From an optimization exercise on the open Yosys and OpenROAD flow, aimed at small area, a short achievable clock period and few clock cycles per item; shortcuts taken in it are not production practice.
Where RTL was checked, it was by simulation tests only, not by an equivalence proof against the original.
Power and IR drop assume default switching activity.

Design fir, start of the top module:
module fir (
    input  wire        ap_clk,
    input  wire        ap_rst,
    input  wire        ap_start,
    output wire        ap_done,
    output wire        ap_idle,
    output wire        ap_ready,
    output wire [31:0] y,
    output wire        y_ap_vld,
    output wire [3:0]  c_address0,
    output wire        c_ce0,
    input  wire [31:0] c_q0,
    input  wire [31:0] x
);
reg  [3:0]  cnt;       
reg  [3:0]  ph;        
reg  [3:0]  nvalid;    
reg         done_q;
reg         clr;       
reg  [31:0] ring [0:9];
reg  [31:0] c_reg;
reg  [15:0] bone, btwo, bneg;
reg  [31:0] acc_s, acc_c;
reg  [31:0] y_q;
wire busy_rd = (cnt <= 4'd10);
wire ld_ring = (cnt >= 4'd1) && (cnt <= 4'd10);
assign ap_idle    = ~ap_start;
assign ap_done    = done_q;
assign ap_ready   = done_q;
assign y_ap_vld   = done_q;
assign y          = y_q;
assign c_ce0      = ap_start & busy_rd;
assign c_address0 = (cnt == 4'd10) ? 4'd0 : ((ph == 4'd9) ? 4'd1 : ph + 4'd2);
always @(posedge ap_clk) begin
    if (ap_rst) begin
        cnt    <= 4'd0;
        done_q <= 1'b0;
        clr    <= 1'b0;
        ph     <= 4'd0;
        nvalid <= 4'd0;
    end else begin
        if (cnt == 4'd0)
            cnt <= {3'd0, ap_start};
        else if (cnt == 4'd14)
            cnt <= 4'd0;
        else
            cnt <= cnt + 4'd1;
        done_q <= (cnt == 4'd13);
        clr    <= (cnt == 4'd1);
        if (done_q) begin
            ph <= (ph >= 4'd8) ? ph - 4'd8 : ph + 4'd2;
            if (nvalid != 4'd10)
                nvalid <= nvalid + 4'd1;
        end else begin
  ...
Settings: LEC_CHECK=0, CAP_MARGIN=20, CORE_MARGIN=2, CORE_UTILIZATION=60, CTS_BUF_LIST=sky130_fd_sc_hd__clkbuf_8, CTS_CLUSTER_DIAMETER=60, CTS_CLUSTER_SIZE=16, PLACE_DENSITY=0.7, SETUP_SLACK_MARGIN=4.7, SLEW_MARGIN=20; clock period 8.5 ns.
run.sh (not shown) runs the stock make flow with config.mk's settings and CLKGATE_MAP_FILE= SYNTH_SCRIPT=/design/flow/synth_recipe.tcl, a recipe that flattens the netlist after the stock synthesis.
The baseline ran to the end with no violations.
Testbench counts at the start, summed over its fixed seeds: cycles 24,000, items 1,600.
Edit:
--- a/flow/config.mk
+++ b/flow/config.mk
@@ -10,5 +10,2 @@
 export CORE_UTILIZATION = 60
-export CTS_BUF_LIST = sky130_fd_sc_hd__clkbuf_8
-export CTS_CLUSTER_DIAMETER = 60
-export CTS_CLUSTER_SIZE = 16
 export PLACE_DENSITY = 0.7
What happened: Cell area came out higher by 3.7%. Die area stays the same. Worst setup slack is worse by 0.026 ns. Worst hold slack is better by 0.013 ns.
Edit:
--- a/flow/config.mk
+++ b/flow/config.mk
@@ -11,3 +11,3 @@
 export PLACE_DENSITY = 0.7
-export SETUP_SLACK_MARGIN = 4.7
+export SETUP_SLACK_MARGIN = 4.3
 export SLEW_MARGIN = 20
The changed run passed the timing, DRC and antenna checks.
Fmax came out lower by 7.3%.
Total power came out lower by 1.7%.
Clock-buffer cell count came out higher by 11.
Critical path depth came out higher by 1.
Setup slack loses 0.31 ns.
Design area came out lower by 4.8%.
Flip-flop and latch count stays the same.
Die area stays the same.

---

Setup of build 67:
Another version of the RTL of fir (not shown whole).
For scale: roughly 2100 cells after synthesis, about 0.024 mm² of cells after synthesis.
## fir
module fir (
    input  wire        ap_clk,
    input  wire        ap_rst,
    input  wire        ap_start,
    output wire        ap_done,
    output wire        ap_idle,
    output wire        ap_ready,
    output wire [31:0] y,
    output wire        y_ap_vld,
    output wire [3:0]  c_address0,
    output wire        c_ce0,
    input  wire [31:0] c_q0,
    input  wire [31:0] x
);
export LEC_CHECK = 0
export ABC_CLOCK_PERIOD_IN_PS = 3500
export CAP_MARGIN = 20
export CORE_MARGIN = 2
export CORE_UTILIZATION = 40
export PLACE_DENSITY = 0.6
export SETUP_SLACK_MARGIN = 4.5
export SLEW_MARGIN = 20
create_clock -name core_clock -period 8.5 [get_ports {ap_clk}]
Testbench counts of build 67, summed over its fixed seeds: cycles 22,400, items 1,600.
diff inputs: build 67 => trial 54
# build 67
export LEC_CHECK = 0
export ABC_CLOCK_PERIOD_IN_PS = 3500
export CAP_MARGIN = 20
export CORE_MARGIN = 2
export CORE_UTILIZATION = 40
export PLACE_DENSITY = 0.6
export SETUP_SLACK_MARGIN = 4.5
export SLEW_MARGIN = 20
create_clock -name core_clock -period 8.5 [get_ports {ap_clk}]
# trial 54
export LEC_CHECK = 0
export CAP_MARGIN = 20
export CORE_MARGIN = 2
export CORE_UTILIZATION = 40
export PLACE_DENSITY = 0.6
export SLEW_MARGIN = 20
create_clock -name core_clock -period 8.5 [get_ports {ap_clk}]
## What came out
- Going from build 67 to trial 54, register-to-register setup slack fell by 650 ps; detail-routed net length per standard cell fell by about 9%.
- Between build 67 and trial 54, the difference in total cell area at the placement stage is negligible.
- Trial 54 reached the end of the flow, and the finished layout is clean on the timing, DRC and antenna checks.
- Every stage of the flow completed for build 67, and the final layout passed the timing, DRC and antenna checks.
- [compare] base=build 67 new=trial 54: total via count after detailed routing shows a reduction of 5.3%, critical path arrival climbed 940 ps.

---

== run 1 ==
fir, a different RTL version from the one above (not shown whole).
For scale: about 110 I/O pins.
Settings: LEC_CHECK=0, CAP_MARGIN=20, CORE_MARGIN=2, CORE_UTILIZATION=70, CTS_BUF_LIST=sky130_fd_sc_hd__clkbuf_8, CTS_CLUSTER_DIAMETER=60, CTS_CLUSTER_SIZE=16, PLACE_DENSITY=0.78, SETUP_SLACK_MARGIN=4.7, SLEW_MARGIN=20; clock period 8.5 ns.
standard.sh (not shown) runs the stock make flow with config.mk's settings and CLKGATE_MAP_FILE= SYNTH_SCRIPT=/design/flow/synth_recipe.tcl, a recipe that flattens the netlist after the stock synthesis.
==> flow/flow/run.sh <==
#!/bin/bash
# Standard ORFS layout, with two changes:
#  1. after the standard synthesis, flow/polarity.py re-chooses the polarity of the full adders
#     and XOR gates to drop inverters (same function, same registers);
#  2. ports are buffered with buf_2 instead of the flow's default buffer.
set -euo pipefail
W=$(pwd)
R=$W/orfs/results/$FLOW_PLATFORM/fir/base
bash standard.sh "$R/1_2_yosys.v" > synth.log 2>&1
cp "$R/1_2_yosys.v" "$W/1_2_yosys_standard.v"
python3 flow/polarity.py "$W/1_2_yosys_standard.v" "$R/1_2_yosys.v" > polarity.log 2>&1
export BUFFER_PORTS_ARGS="-buffer_cell sky130_fd_sc_hd__buf_2"
bash standard.sh > layout.log 2>&1
Other scripts of this flow, unchanged in this note and not shown: flow/flow/polarity.py
Input changes introduced in run 2 (baseline for comparison: run 1):
-- flow/config.mk --
<<< run 1, line 9
export CORE_MARGIN = 2
export CORE_UTILIZATION = 70
export CTS_BUF_LIST = sky130_fd_sc_hd__clkbuf_8
>>> run 2, line 9
export CORE_MARGIN = 2
export CORE_UTILIZATION = 60
export CTS_BUF_LIST = sky130_fd_sc_hd__clkbuf_8
<<< run 1, line 13
export CTS_CLUSTER_SIZE = 16
export PLACE_DENSITY = 0.78
export SETUP_SLACK_MARGIN = 4.7
>>> run 2, line 13
export CTS_CLUSTER_SIZE = 16
export PLACE_DENSITY = 0.7
export SETUP_SLACK_MARGIN = 4.7
Findings:
Comparing run 1 and run 2, the higher via count of the first global-routing pass was measured on run 1. When run 2 is measured against run 1, its number of clock buffers in the layout turns out 9.5% higher. In terms of fraction of area in multi-input gates, run 1 and run 2 differ only marginally.
Relative to run 2, the following input files were edited for run 3:
-- flow/config.mk --
<<< run 2, line 9
export CORE_MARGIN = 2
export CORE_UTILIZATION = 60
export CTS_BUF_LIST = sky130_fd_sc_hd__clkbuf_8
>>> run 3, line 9
export CORE_MARGIN = 2
export CORE_UTILIZATION = 70
export CTS_BUF_LIST = sky130_fd_sc_hd__clkbuf_8
<<< run 2, line 13
export CTS_CLUSTER_SIZE = 16
export PLACE_DENSITY = 0.7
export SETUP_SLACK_MARGIN = 4.7
export SLEW_MARGIN = 20
>>> run 3, line 13
export CTS_CLUSTER_SIZE = 16
export GPL_TIMING_DRIVEN = 1
export PLACE_DENSITY = 0.78
export SETUP_SLACK_MARGIN = 4.8
export SLEW_MARGIN = 20
--- outcome ---
Every run in the comparison, run 3 and run 2, completed the flow with a clean layout.
Changes observed in run 3 relative to run 2: filler-free cell count of the finished design decreased by 60 relative to the old numbers; final-layout non-clock buffer area share increased by 1.2 points relative to the old numbers; power per cell area decreased by 0.53% relative to the old numbers.
The standard cells in run 3 occupy more silicon area than those in run 2 do.
[run 3] worst setup slack rose 0.11 ns relative to run 2
Between run 2 and run 3, data arrival time of the worst path decreased.
In the reports for run 3 and run 2, the larger switching fraction of total power belongs to run 3.
More vias were needed by run 3 than by run 2.
The inputs of run 4 differ from those of run 3 as listed below.
-- flow/config.mk --
<<< run 3, line 7
export LEC_CHECK = 0
export CAP_MARGIN = 20
export CORE_MARGIN = 2
>>> run 4, line 7
export LEC_CHECK = 0
export CAP_MARGIN = 5
export CORE_MARGIN = 2
<<< run 3, line 13
export CTS_CLUSTER_SIZE = 16
export GPL_TIMING_DRIVEN = 1
export PLACE_DENSITY = 0.78
export SETUP_SLACK_MARGIN = 4.8
export SLEW_MARGIN = 20
>>> run 4, line 13
export CTS_CLUSTER_SIZE = 16
export PLACE_DENSITY = 0.78
export SETUP_SLACK_MARGIN = 4.7
export SLEW_MARGIN = 5
export TNS_END_PERCENT = 30
[compare] base=run 3 new=run 4: flip-flop and latch count closely matched the old numbers, clock transition at the registers of the reported paths closely matched the old numbers, number of buffers and inverters on the critical path decreased by 1 relative to the old numbers.
Compared to run 3, the router laid down less metal wire for run 4.
Diff run 3 -> run 4: tightest hold margin shows an increase of 0.0062 ns; worst-case headroom to the max-slew limit went down; via count lost 547; final sum of negative setup slack now sits at about the same level.
diff inputs: run 4 => run 5
==> flow/config.mk <==
export PLATFORM = sky130hd
export DESIGN_NAME = fir
export DESIGN_NICKNAME = fir
export VERILOG_FILES = /design/flow/design.v
export SDC_FILE = /design/flow/constraint.sdc
export NUM_CORES = 4
export LEC_CHECK = 0
export CAP_MARGIN = 0
export CORE_MARGIN = 2
export CORE_UTILIZATION = 72
export CTS_BUF_LIST = sky130_fd_sc_hd__clkbuf_8
export CTS_CLUSTER_DIAMETER = 60
export CTS_CLUSTER_SIZE = 16
export PLACE_DENSITY = 0.8
export SETUP_SLACK_MARGIN = 4.7
export SLEW_MARGIN = 0
export TNS_END_PERCENT = 10
### Flow results
The clock power share of run 5 is higher than that of run 4.
From run 4 to run 5, multi-input combinational cell count did not move at all.
Looking at switching power share of the total across run 4 and run 5, the one that comes out higher is run 5.
Summary: total detailed-routing wirelength, run 5 worse than run 4
Run 5 — critical path depth 1 higher, run 4 as reference
Delta (run 5 minus run 4): via count normalized by instance count increased by 0.20 relative to the old numbers, width of the chip fell 1.4%, half-perimeter wire length after placement picked up an extra about 1.7%, maximum clock frequency down 2.6%, data arrival time of the critical path rose by 0.14 ns.
Function was not checked in any run of this note: the RTL went through the layout flow alone.

static timing again, ports no longer ideal:
No port has a modelled driver above. Below, the same layouts with a new extraction and two added sets of constraints. Step 1 (the two cells are an assumption about what drives the block):
set clk [get_ports {ap_clk}]
set_driving_cell -lib_cell sky130_fd_sc_hd__clkbuf_16 $clk
set_driving_cell -lib_cell sky130_fd_sc_hd__buf_2 [delete_from_list [all_inputs] $clk]
Step 2 adds t to the input delays and takes it off the output delays; t is the mean of the earliest and latest rising clock arrival at the registers after step 1. Input paths then give back, and output paths get back, about the clock's delay inside the block. a / b / c = ideal / step 1 / step 2; a / b = the first two.
| run | shift t [ns] | slack for setup (ns) | worst setup path after step 2 | worst slew at a driven data input, ns |
|---|---|---|---|---|
| the first run of note 1 | 0.693 | 4.613 / 4.613 / 4.613 | register to register | 0.09 |
| the second run of note 1 | 0.637 | 4.587 / 4.587 / 4.587 | register to register | 0.09 |
| the third run of note 1 | 0.644 | 4.278 / 4.278 / 4.278 | register to register | 0.06 |
| build 67 | 0.625 | 3.543 / 3.485 / 4.110 | register to output | 0.07 |
| trial 54 | 0.633 | 2.597 / 2.536 / 3.169 | register to output | 0.07 |
| run 1 | 0.652 | 4.598 / 4.598 / 4.598 | register to register | 0.06 |
| run 2 | 0.683 | 4.525 / 4.525 / 4.525 | register to register | 0.06 |
| run 3 | 0.694 | 4.631 / 4.631 / 4.631 | register to register | 0.07 |
| run 4 | 0.652 | 4.614 / 4.614 / 4.614 | register to register | 0.06 |
| run 5 | 0.665 | 4.509 / 4.509 / 4.509 | register to register | 0.05 |
After both steps every run listed still meets setup and hold.
